This design comes from an exercise in tuning for small area on the open sky130 flow, not from production work. Only simulation tests tie the RTL to the original design; equivalence was not proved.

`flow/design.v`:
```
module CombinedCode(clk,rst,switch, btn1, btn2,keypad_col,keypad_row, dot_row, dot_col, seven_right, led1, led2);
input clk,rst;
input switch;
input btn1, btn2;
input [3:0] keypad_col;
output [3:0] keypad_row;
output [7:0] dot_row;
output [15:0] dot_col;
output [6:0] seven_right;
output led1, led2;
function [15:0] hcol(input [5:0] jc, input [2:0] r);
  case ({jc, r})
    9'd200: hcol = 16'h7e7e;
    9'd201: hcol = 16'h0606;
    9'd202: hcol = 16'h0606;
    9'd203: hcol = 16'h7e7e;
    9'd204: hcol = 16'h7e7e;
    9'd205: hcol = 16'h0660;
    9'd206: hcol = 16'h0660;
    9'd207: hcol = 16'h7e7e;
    9'd208: hcol = 16'h6066;
    9'd209: hcol = 16'h6066;
    9'd210: hcol = 16'h6066;
    9'd211: hcol = 16'h7e7e;
    9'd212: hcol = 16'h7e7e;
    9'd213: hcol = 16'h6606;
    9'd214: hcol = 16'h6606;
    9'd215: hcol = 16'h7e06;
    9'd216: hcol = 16'h7e7e;
    9'd217: hcol = 16'h667e;
    9'd218: hcol = 16'h6606;
    9'd219: hcol = 16'h6606;
    9'd220: hcol = 16'h6606;
    9'd221: hcol = 16'h6606;
    9'd222: hcol = 16'h6606;
    9'd223: hcol = 16'h7e06;
    9'd224: hcol = 16'h7e38;
    9'd225: hcol = 16'h60d8;
    9'd226: hcol = 16'h60d8;
    9'd227: hcol = 16'h7e18;
    9'd228: hcol = 16'h7e18;
    9'd229: hcol = 16'h0618;
    9'd230: hcol = 16'h0618;
    9'd231: hcol = 16'h7e7e;
    9'd232: hcol = 16'h3860;
    9'd233: hcol = 16'hd860;
    9'd234: hcol = 16'hd860;
    9'd235: hcol = 16'h187e;
    9'd236: hcol = 16'h187e;
    9'd237: hcol = 16'h1866;
    9'd238: hcol = 16'h1866;
    9'd239: hcol = 16'h7e7e;
    9'd240: hcol = 16'h7e7e;
    9'd241: hcol = 16'h6606;
    9'd242: hcol = 16'h6606;
    9'd243: hcol = 16'h7e7e;
    9'd244: hcol = 16'h7e7e;
    9'd245: hcol = 16'h6660;
    9'd246: hcol = 16'h6660;
    9'd247: hcol = 16'h7e7e;
    9'd248: hcol = 16'h7e7e;
    9'd249: hcol = 16'h6666;
    9'd250: hcol = 16'h6666;
    9'd251: hcol = 16'h667e;
    9'd252: hcol = 16'h667e;
    9'd253: hcol = 16'h6606;
    9'd254: hcol = 16'h6606;
    9'd255: hcol = 16'h7e7e;
    9'd256: hcol = 16'h7e38;
    9'd257: hcol = 16'h66d8;
    9'd258: hcol = 16'h66d8;
    9'd259: hcol = 16'h7e18;
    9'd260: hcol = 16'h7e18;
    9'd261: hcol = 16'h0618;
    9'd262: hcol = 16'h0618;
    9'd263: hcol = 16'h7e7e;
    9'd264: hcol = 16'h7e7e;
    9'd265: hcol = 16'h0666;
    9'd266: hcol = 16'h0666;
    9'd267: hcol = 16'h7e66;
    9'd268: hcol = 16'h7e66;
    9'd269: hcol = 16'h0666;
    9'd270: hcol = 16'h0666;
    9'd271: hcol = 16'h7e7e;
    9'd272: hcol = 16'h667e;
    9'd273: hcol = 16'h6666;
    9'd274: hcol = 16'h6666;
    9'd275: hcol = 16'h7e66;
    9'd276: hcol = 16'h7e66;
    9'd277: hcol = 16'h0666;
    9'd278: hcol = 16'h0666;
    9'd279: hcol = 16'h067e;
    9'd280: hcol = 16'h7e38;
    9'd281: hcol = 16'h66d8;
    9'd282: hcol = 16'h66d8;
    9'd283: hcol = 16'h6618;
    9'd284: hcol = 16'h6618;
    9'd285: hcol = 16'h6618;
    9'd286: hcol = 16'h6618;
    9'd287: hcol = 16'h7e7e;
    9'd288: hcol = 16'h7e7e;
    9'd289: hcol = 16'h0606;
    9'd290: hcol = 16'h0606;
    9'd291: hcol = 16'h7e7e;
    9'd292: hcol = 16'h7e7e;
    9'd293: hcol = 16'h0606;
    9'd294: hcol = 16'h0606;
    9'd295: hcol = 16'h7e7e;
    9'd296: hcol = 16'h387e;
    9'd297: hcol = 16'hd866;
    9'd298: hcol = 16'hd866;
    9'd299: hcol = 16'h1866;
    9'd300: hcol = 16'h1866;
    9'd301: hcol = 16'h1866;
    9'd302: hcol = 16'h1866;
    9'd303: hcol = 16'h7e7e;
    9'd304: hcol = 16'h7e66;
    9'd305: hcol = 16'h6666;
    9'd306: hcol = 16'h6666;
    9'd307: hcol = 16'h667e;
    9'd308: hcol = 16'h667e;
    9'd309: hcol = 16'h6606;
    9'd310: hcol = 16'h6606;
    9'd311: hcol = 16'h7e06;
    9'd312: hcol = 16'h7e7e;
    9'd313: hcol = 16'h6606;
    9'd314: hcol = 16'h6606;
    9'd315: hcol = 16'h667e;
    9'd316: hcol = 16'h667e;
    9'd317: hcol = 16'h6606;
    9'd318: hcol = 16'h6606;
    9'd319: hcol = 16'h7e7e;
    9'd320: hcol = 16'h387e;
    9'd321: hcol = 16'hd806;
    9'd322: hcol = 16'hd806;
    9'd323: hcol = 16'h187e;
    9'd324: hcol = 16'h187e;
    9'd325: hcol = 16'h1806;
    9'd326: hcol = 16'h1806;
    9'd327: hcol = 16'h7e7e;
    9'd328: hcol = 16'h7e66;
    9'd329: hcol = 16'h0666;
    9'd330: hcol = 16'h0666;
    9'd331: hcol = 16'h7e7e;
    9'd332: hcol = 16'h7e7e;
    9'd333: hcol = 16'h0606;
    9'd334: hcol = 16'h0606;
    9'd335: hcol = 16'h7e06;
    9'd336: hcol = 16'h6060;
    9'd337: hcol = 16'h6060;
    9'd338: hcol = 16'h6060;
    9'd339: hcol = 16'h7e7e;
    9'd340: hcol = 16'h7e7e;
    9'd341: hcol = 16'h6666;
    9'd342: hcol = 16'h6666;
    9'd343: hcol = 16'h7e7e;
    9'd344: hcol = 16'h7e7e;
    9'd345: hcol = 16'h6666;
    9'd346: hcol = 16'h6666;
    9'd347: hcol = 16'h667e;
    9'd348: hcol = 16'h667e;
    9'd349: hcol = 16'h6606;
    9'd350: hcol = 16'h6606;
    9'd351: hcol = 16'h7e7e;
    9'd352: hcol = 16'h7e7e;
    9'd353: hcol = 16'h6006;
    9'd354: hcol = 16'h6006;
    9'd355: hcol = 16'h7e7e;
    9'd356: hcol = 16'h7e7e;
    9'd357: hcol = 16'h0606;
    9'd358: hcol = 16'h0606;
    9'd359: hcol = 16'h7e7e;
    9'd360: hcol = 16'h387e;
    9'd361: hcol = 16'hd866;
    9'd362: hcol = 16'hd866;
    9'd363: hcol = 16'h187e;
    9'd364: hcol = 16'h187e;
    9'd365: hcol = 16'h1866;
    9'd366: hcol = 16'h1866;
    9'd367: hcol = 16'h7e7e;
    9'd368: hcol = 16'h7e66;
    9'd369: hcol = 16'h6666;
    9'd370: hcol = 16'h6666;
    9'd371: hcol = 16'h7e7e;
    9'd372: hcol = 16'h7e7e;
    9'd373: hcol = 16'h6606;
    9'd374: hcol = 16'h6606;
    9'd375: hcol = 16'h7e06;
    9'd376: hcol = 16'h7e38;
    9'd377: hcol = 16'h66d8;
    9'd378: hcol = 16'h66d8;
    9'd379: hcol = 16'h6618;
    9'd380: hcol = 16'h6618;
    9'd381: hcol = 16'h6618;
    9'd382: hcol = 16'h6618;
    9'd383: hcol = 16'h7e7e;
    9'd384: hcol = 16'h7e7e;
    9'd385: hcol = 16'h6666;
    9'd386: hcol = 16'h6666;
    9'd387: hcol = 16'h7e7e;
    9'd388: hcol = 16'h7e7e;
    9'd389: hcol = 16'h0606;
    9'd390: hcol = 16'h0606;
    9'd391: hcol = 16'h7e7e;
    9'd392: hcol = 16'h7e7e;
    9'd393: hcol = 16'h0606;
    9'd394: hcol = 16'h0606;
    9'd395: hcol = 16'h7e7e;
    9'd396: hcol = 16'h7e7e;
    9'd397: hcol = 16'h0660;
    9'd398: hcol = 16'h0660;
    9'd399: hcol = 16'h7e7e;
    9'd400: hcol = 16'h667e;
    9'd401: hcol = 16'h6606;
    9'd402: hcol = 16'h6606;
    9'd403: hcol = 16'h7e7e;
    9'd404: hcol = 16'h7e7e;
    9'd405: hcol = 16'h0660;
    9'd406: hcol = 16'h0660;
    9'd407: hcol = 16'h067e;
    9'd408: hcol = 16'h7e7e;
    9'd409: hcol = 16'h6606;
    9'd410: hcol = 16'h6606;
    9'd411: hcol = 16'h667e;
    9'd412: hcol = 16'h667e;
    9'd413: hcol = 16'h6606;
    9'd414: hcol = 16'h6606;
    9'd415: hcol = 16'h7e7e;
    9'd416: hcol = 16'h7e7e;
    9'd417: hcol = 16'h0660;
    9'd418: hcol = 16'h0660;
    9'd419: hcol = 16'h7e7e;
    9'd420: hcol = 16'h7e7e;
    9'd421: hcol = 16'h0606;
    9'd422: hcol = 16'h0606;
    9'd423: hcol = 16'h7e7e;
    9'd424: hcol = 16'h387e;
    9'd425: hcol = 16'hd806;
    9'd426: hcol = 16'hd806;
    9'd427: hcol = 16'h187e;
    9'd428: hcol = 16'h187e;
    9'd429: hcol = 16'h1860;
    9'd430: hcol = 16'h1860;
    9'd431: hcol = 16'h7e7e;
    9'd432: hcol = 16'h7e7e;
    9'd433: hcol = 16'h6666;
    9'd434: hcol = 16'h6666;
    9'd435: hcol = 16'h6666;
    9'd436: hcol = 16'h6666;
    9'd437: hcol = 16'h6666;
    9'd438: hcol = 16'h6666;
    9'd439: hcol = 16'h7e7e;
    9'd440: hcol = 16'h7e7e;
    9'd441: hcol = 16'h6660;
    9'd442: hcol = 16'h6660;
    9'd443: hcol = 16'h667e;
    9'd444: hcol = 16'h667e;
    9'd445: hcol = 16'h6606;
    9'd446: hcol = 16'h6606;
    9'd447: hcol = 16'h7e7e;
    9'd448: hcol = 16'h387e;
    9'd449: hcol = 16'hd860;
    9'd450: hcol = 16'hd860;
    9'd451: hcol = 16'h187e;
    9'd452: hcol = 16'h187e;
    9'd453: hcol = 16'h1806;
    9'd454: hcol = 16'h1806;
    9'd455: hcol = 16'h7e7e;
    9'd456: hcol = 16'h7e60;
    9'd457: hcol = 16'h0660;
    9'd458: hcol = 16'h0660;
    9'd459: hcol = 16'h7e7e;
    9'd460: hcol = 16'h7e7e;
    9'd461: hcol = 16'h0666;
    9'd462: hcol = 16'h0666;
    9'd463: hcol = 16'h7e7e;
    9'd464: hcol = 16'h607e;
    9'd465: hcol = 16'h6066;
    9'd466: hcol = 16'h6066;
    9'd467: hcol = 16'h7e7e;
    9'd468: hcol = 16'h7e7e;
    9'd469: hcol = 16'h6666;
    9'd470: hcol = 16'h6666;
    9'd471: hcol = 16'h7e7e;
    9'd472: hcol = 16'h7e38;
    9'd473: hcol = 16'h66d8;
    9'd474: hcol = 16'h66d8;
    9'd475: hcol = 16'h6618;
    9'd476: hcol = 16'h6618;
    9'd477: hcol = 16'h6618;
    9'd478: hcol = 16'h6618;
    9'd479: hcol = 16'h7e7e;
    9'd480: hcol = 16'h7e7e;
    9'd481: hcol = 16'h6060;
    9'd482: hcol = 16'h6060;
    9'd483: hcol = 16'h7e7e;
    9'd484: hcol = 16'h7e7e;
    9'd485: hcol = 16'h0606;
    9'd486: hcol = 16'h0606;
    9'd487: hcol = 16'h7e7e;
    9'd488: hcol = 16'h387e;
    9'd489: hcol = 16'hd866;
    9'd490: hcol = 16'hd866;
    9'd491: hcol = 16'h1866;
    9'd492: hcol = 16'h1866;
    9'd493: hcol = 16'h1866;
    9'd494: hcol = 16'h1866;
    9'd495: hcol = 16'h7e7e;
    9'd496: hcol = 16'h7e60;
    9'd497: hcol = 16'h6660;
    9'd498: hcol = 16'h6660;
    9'd499: hcol = 16'h7e7e;
    9'd500: hcol = 16'h7e7e;
    9'd501: hcol = 16'h6666;
    9'd502: hcol = 16'h6666;
    9'd503: hcol = 16'h7e7e;
    9'd504: hcol = 16'h7e7e;
    9'd505: hcol = 16'h6606;
    9'd506: hcol = 16'h6606;
    9'd507: hcol = 16'h667e;
    9'd508: hcol = 16'h667e;
    9'd509: hcol = 16'h6606;
    9'd510: hcol = 16'h6606;
    9'd511: hcol = 16'h7e7e;
    default: hcol = 16'h0000;
  endcase
endfunction
function heq(input [5:0] j);
  heq = (j == 6'd36) | (j == 6'd42) | (j == 6'd48) | (j == 6'd54) | (j == 6'd60);
endfunction
reg [2:0] c8;     
reg [1:0] c3;     
reg [7:0] l167;   
reg [10:0] l1201; 
reg [8:0] l301;   
wire e167  = ((l167  & 8'hcf)   == 8'hc2);      
wire e1201 = ((l1201 & 11'h2f7) == 11'h2d6);    
wire b_end = ((l301 & 9'h0df)   == 9'h05a);     
wire b_s0  = ((l301 & 9'h177)   == 9'h074);     
wire b_s1  = ((l301 & 9'h0bf)   == 9'h03c);     
always @(posedge clk or negedge rst) begin
  if (!rst) begin
    c8 <= 3'd0;
    c3 <= 2'd0;
    l167 <= 8'ha4;
    l1201 <= 11'h7bc;
    l301 <= 9'h0f4;
  end else begin
    c8 <= c8 + 3'd1;
    c3 <= {c3[0], ~(c3[0] | c3[1])};
    l167 <= {l167[6:0], l167[7] ^ l167[2] ^ e167};
    l1201 <= {l1201[9:0], l1201[10] ^ l1201[0] ^ e1201};
    l301 <= {l301[7:0], l301[8] ^ l301[1] ^ b_end};
  end
end
wire c3_0 = ~c3[0] & ~c3[1];
wire c3_1 = c3[0];
wire c3_2 = c3[1];
wire tick_dot = (c8 == 3'd3);                          
wire tick_div = (c8[1:0] == 2'd1) & c3_2;              
wire tick_spn = ~c8[0] & c3_2 & e167;                  
wire tick7    = ~c8[0] & e1201;                        
wire quiet = ((c8[1:0] == 2'd2) & c3_2) | ((c8[1:0] == 2'd3) & c3_0) |
             ((c8[1:0] == 2'd0) & c3_1) | ((c8[1:0] == 2'd1) & c3_2);
reg [1:0] st;      
reg [5:0] j;       
reg p1, p2;        
reg [3:0] q;       
reg [5:0] jc;      
wire eq = heq(j);
wire hs0 = ~st[0] & ~st[1];
wire nx1 = st[0] | (hs0 & (p1 ? eq : (p2 & ~eq)));
wire nx2 = st[1] | (hs0 & (p1 ? ~eq : (p2 & eq)));
assign led1 = nx1;
assign led2 = nx2;
always @(posedge clk or negedge rst) begin
  if (!rst) begin
    p1 <= 1'b0;
    p2 <= 1'b0;
  end else if (b_end) begin
    p1 <= 1'b0;
    p2 <= 1'b0;
  end else if (b_s0 | b_s1) begin
    p1 <= p1 | ~btn1;
    p2 <= p2 | ~btn2;
  end
end
always @(posedge clk or negedge rst) begin
  if (!rst) begin
    st <= 2'd0;
    j <= 6'd25;
  end else if (tick7) begin
    if (switch) begin
      st <= 2'd0;
      j <= 6'd25;
    end else begin
      st <= {nx2, nx1};
      if (hs0) j <= {j[5] | (&j[4:0]), j[4:0] + 5'd1};
    end
  end
end
wire [3:0] q1 = q + 4'd1;
always @(posedge clk or negedge rst) begin
  if (!rst) begin
    q <= 4'd15;
    jc <= 6'd0;
  end else if (tick_dot & ~switch) begin
    q <= q1;
    if (!q1[3]) jc <= j;
  end
end
wire [2:0] hr = q[2:0] | {3{q[3]}};
wire [7:0] h_row = (jc[5] | jc[4]) ? ~(8'h80 >> hr) : 8'h00;
wire [15:0] h_col = hcol(jc, hr);
reg [7:0] rnd;
always @(posedge clk or negedge rst) begin
  if (!rst) rnd <= 8'd1;
  else if (tick_spn) rnd <= switch ? {rnd[6:0], rnd[7] ^ rnd[5] ^ rnd[4] ^ rnd[3]} : 8'd1;
end
wire [7:0] prod = rnd[6:3] * rnd[4:1];
wire [3:0] rn = {prod[5], prod[4], rnd[7], prod[3]};
reg [3:0] sel;
always @(*) begin
  case (rn)
    4'hf: sel = 4'd0;   4'he: sel = 4'd1;   4'hd: sel = 4'd2;   4'hc: sel = 4'd3;
    4'hb: sel = 4'd4;   4'h3: sel = 4'd5;   4'h6: sel = 4'd6;   4'h9: sel = 4'd7;
    4'ha: sel = 4'd8;   4'h2: sel = 4'd9;   4'h5: sel = 4'd10;  4'h8: sel = 4'd11;
    4'h0: sel = 4'd12;  4'h1: sel = 4'd13;  4'h4: sel = 4'd14;  default: sel = 4'd15;
  endcase
end
reg [2:0] kd;      
reg [1:0] kr;      
reg kv;            
reg [3:0] kb;      
wire kev = kd[2] & ~kd[1];
wire col_ok = (keypad_col == 4'b1110) | (keypad_col == 4'b1101) |
              (keypad_col == 4'b1011) | (keypad_col == 4'b0111);
wire [1:0] ci = {~keypad_col[3] | ~keypad_col[2], ~keypad_col[3] | ~keypad_col[1]};
assign keypad_row = ~(4'b0001 << kr);
always @(posedge clk or negedge rst) begin
  if (!rst) begin
    kd <= 3'd0;
    kr <= 2'd0;
    kv <= 1'b0;
  end else if (!switch) begin
    kd <= 3'd0;
    kr <= 2'd0;
    kv <= 1'b0;
  end else begin
    kd <= {kd[1:0], ~kd[2]};
    if (kev) begin
      kr <= kr + 2'd1;
      if (col_ok) kv <= 1'b1;
    end
  end
end
always @(posedge clk) begin
  if (switch & kev & col_ok) kb <= ~{kr, ci};
end
reg [8:0] ra [0:7];
reg [8:0] rb [0:7];
reg m1;            
reg [3:0] slast;   
reg swp;           
reg xv;            
reg [3:0] xi;      
wire tw = m1 & ~quiet;
wire [8:0] ha = swp ? 9'd0 : ra[7];
wire [8:0] hb = swp ? 9'd0 : rb[7];
wire nza = |ha;
wire nzb = |hb;
wire sta = tw & (slast == {1'b0, c8});
wire stb = tw & (slast == {1'b1, c8});
wire [8:0] na = (ha + {8'd0, tw & (nza | sta)}) | {5'd0, sta & ~nza, 1'b0, sta & ~nza, 1'b0};
wire [8:0] nb = (hb + {8'd0, tw & (nzb | stb)}) | {5'd0, stb & ~nzb, 1'b0, stb & ~nzb, 1'b0};
wire xa = tw & (ha == 9'd510);
wire xb = tw & (hb == 9'd510);
integer i;
always @(posedge clk) begin
  for (i = 7; i > 0; i = i - 1) begin
    ra[i] <= ra[i-1];
    rb[i] <= rb[i-1];
  end
  ra[0] <= na;
  rb[0] <= nb;
end
always @(posedge clk) begin
  if (tick_div) slast <= sel;
  if (xa | xb) xi <= {xb, c8};
end
wire T1 = tick_div & switch;
wire T0 = tick_div & ~switch;
always @(posedge clk or negedge rst) begin
  if (!rst) begin
    m1 <= 1'b0;
    swp <= 1'b1;
    xv <= 1'b0;
  end else begin
    if (tick_div) m1 <= switch;
    if (c8 == 3'd7) swp <= 1'b0;
    if (T1) xv <= 1'b0;
    else if (xa | xb) xv <= 1'b1;
  end
end
reg [15:0] lit;
reg [3:0] cur2;
wire hit = kv & lit[kb];
integer p, b;
reg [15:0] lit_n;
always @(*) begin
  lit_n = lit;
  for (p = 0; p < 4; p = p + 1) begin
    if (xv && xi[3:2] == p) lit_n[4*p + xi[1:0]] = 1'b0;
    else if (kv && kb[3:2] == p) lit_n[4*p + kb[1:0]] = 1'b0;
    else if (sel[3:2] == p) lit_n[4*p + sel[1:0]] = 1'b1;
  end
end
always @(posedge clk or negedge rst) begin
  if (!rst) begin
    lit <= 16'd0;
    cur2 <= 4'd0;
  end else if (T0) begin
    lit <= 16'd0;
    cur2 <= 4'd0;
  end else if (T1) begin
    lit <= lit_n;
    if (hit) cur2 <= (cur2 == 4'd9) ? 4'd0 : cur2 + 4'd1;
  end
end
reg [2:0] rd;      
reg vm;            
reg [3:0] cap;     
wire [2:0] rd1 = rd + 3'd1;
always @(posedge clk or negedge rst) begin
  if (!rst) begin
    rd <= 3'd7;
    vm <= 1'b0;
    cap <= 4'd0;
  end else if (tick_dot) begin
    if (switch) begin
      rd <= rd1;
      vm <= 1'b1;
      cap <= lit[{rd1[2:1], 2'b00} +: 4];
    end else begin
      rd <= 3'd7;
      vm <= 1'b0;
      cap <= 4'd0;
    end
  end
end
wire [7:0] m_row = vm ? ~(8'h80 >> rd) : 8'h00;
wire [7:0] m_col = {cap[0], cap[0], cap[1], cap[1], cap[2], cap[2], cap[3], cap[3]};
reg [6:0] seg;
always @(*) begin
  case (cur2)
    4'd1: seg = 7'b1111001;
    4'd2: seg = 7'b0100100;
    4'd3: seg = 7'b0110000;
    4'd4: seg = 7'b0011001;
    4'd5: seg = 7'b0010010;
    4'd6: seg = 7'b0000010;
    4'd7: seg = 7'b1111000;
    4'd8: seg = 7'b0000000;
    4'd9: seg = 7'b0010000;
    default: seg = switch ? 7'b1000000 : 7'b1111111;
  endcase
end
assign seven_right = seg;
assign dot_row = switch ? m_row : h_row;
assign dot_col = switch ? {8'd0, m_col} : h_col;
endmodule
```
`flow/run.sh`:
```
#!/bin/bash
# synth_recipe.tcl (not shown) runs the flow's synth.tcl, then flattens the netlist and writes it again
# the make line also repeats each setting of config.mk as NAME=value (left out here)
make -C /OpenROAD-flow-scripts/flow DESIGN_CONFIG=/design/flow/config.mk WORK_HOME=/design/flow/orfs CLKGATE_MAP_FILE= SYNTH_SCRIPT=/design/flow/synth_recipe.tcl finish
```
`flow/config.mk`:
```
export PLATFORM = sky130hd
export DESIGN_NAME = CombinedCode
export DESIGN_NICKNAME = CombinedCode
export VERILOG_FILES = /design/flow/design.v
export SDC_FILE = /design/flow/constraint.sdc
export NUM_CORES = 4
export LEC_CHECK = 0
export CAP_MARGIN = 20
export CORE_MARGIN = 2
export CORE_UTILIZATION = 40
export SLEW_MARGIN = 20
```
`flow/constraint.sdc`:
```
create_clock -name core_clock -period 8.0 [get_ports {clk}]
set_input_delay 1.6000 -clock core_clock [delete_from_list [all_inputs] [get_ports {clk}]]
set_output_delay 1.6000 -clock core_clock [all_outputs]
set_load 0.01 [all_outputs]
```
==> results.json <==
{
  "haltStage": "1_2_yosys",
  "error": "ERROR: TCL interpreter returned an error: Source files actually used in the design:",
  "status": "aborted with a tool error",
  "yosysWarnings": 3
}
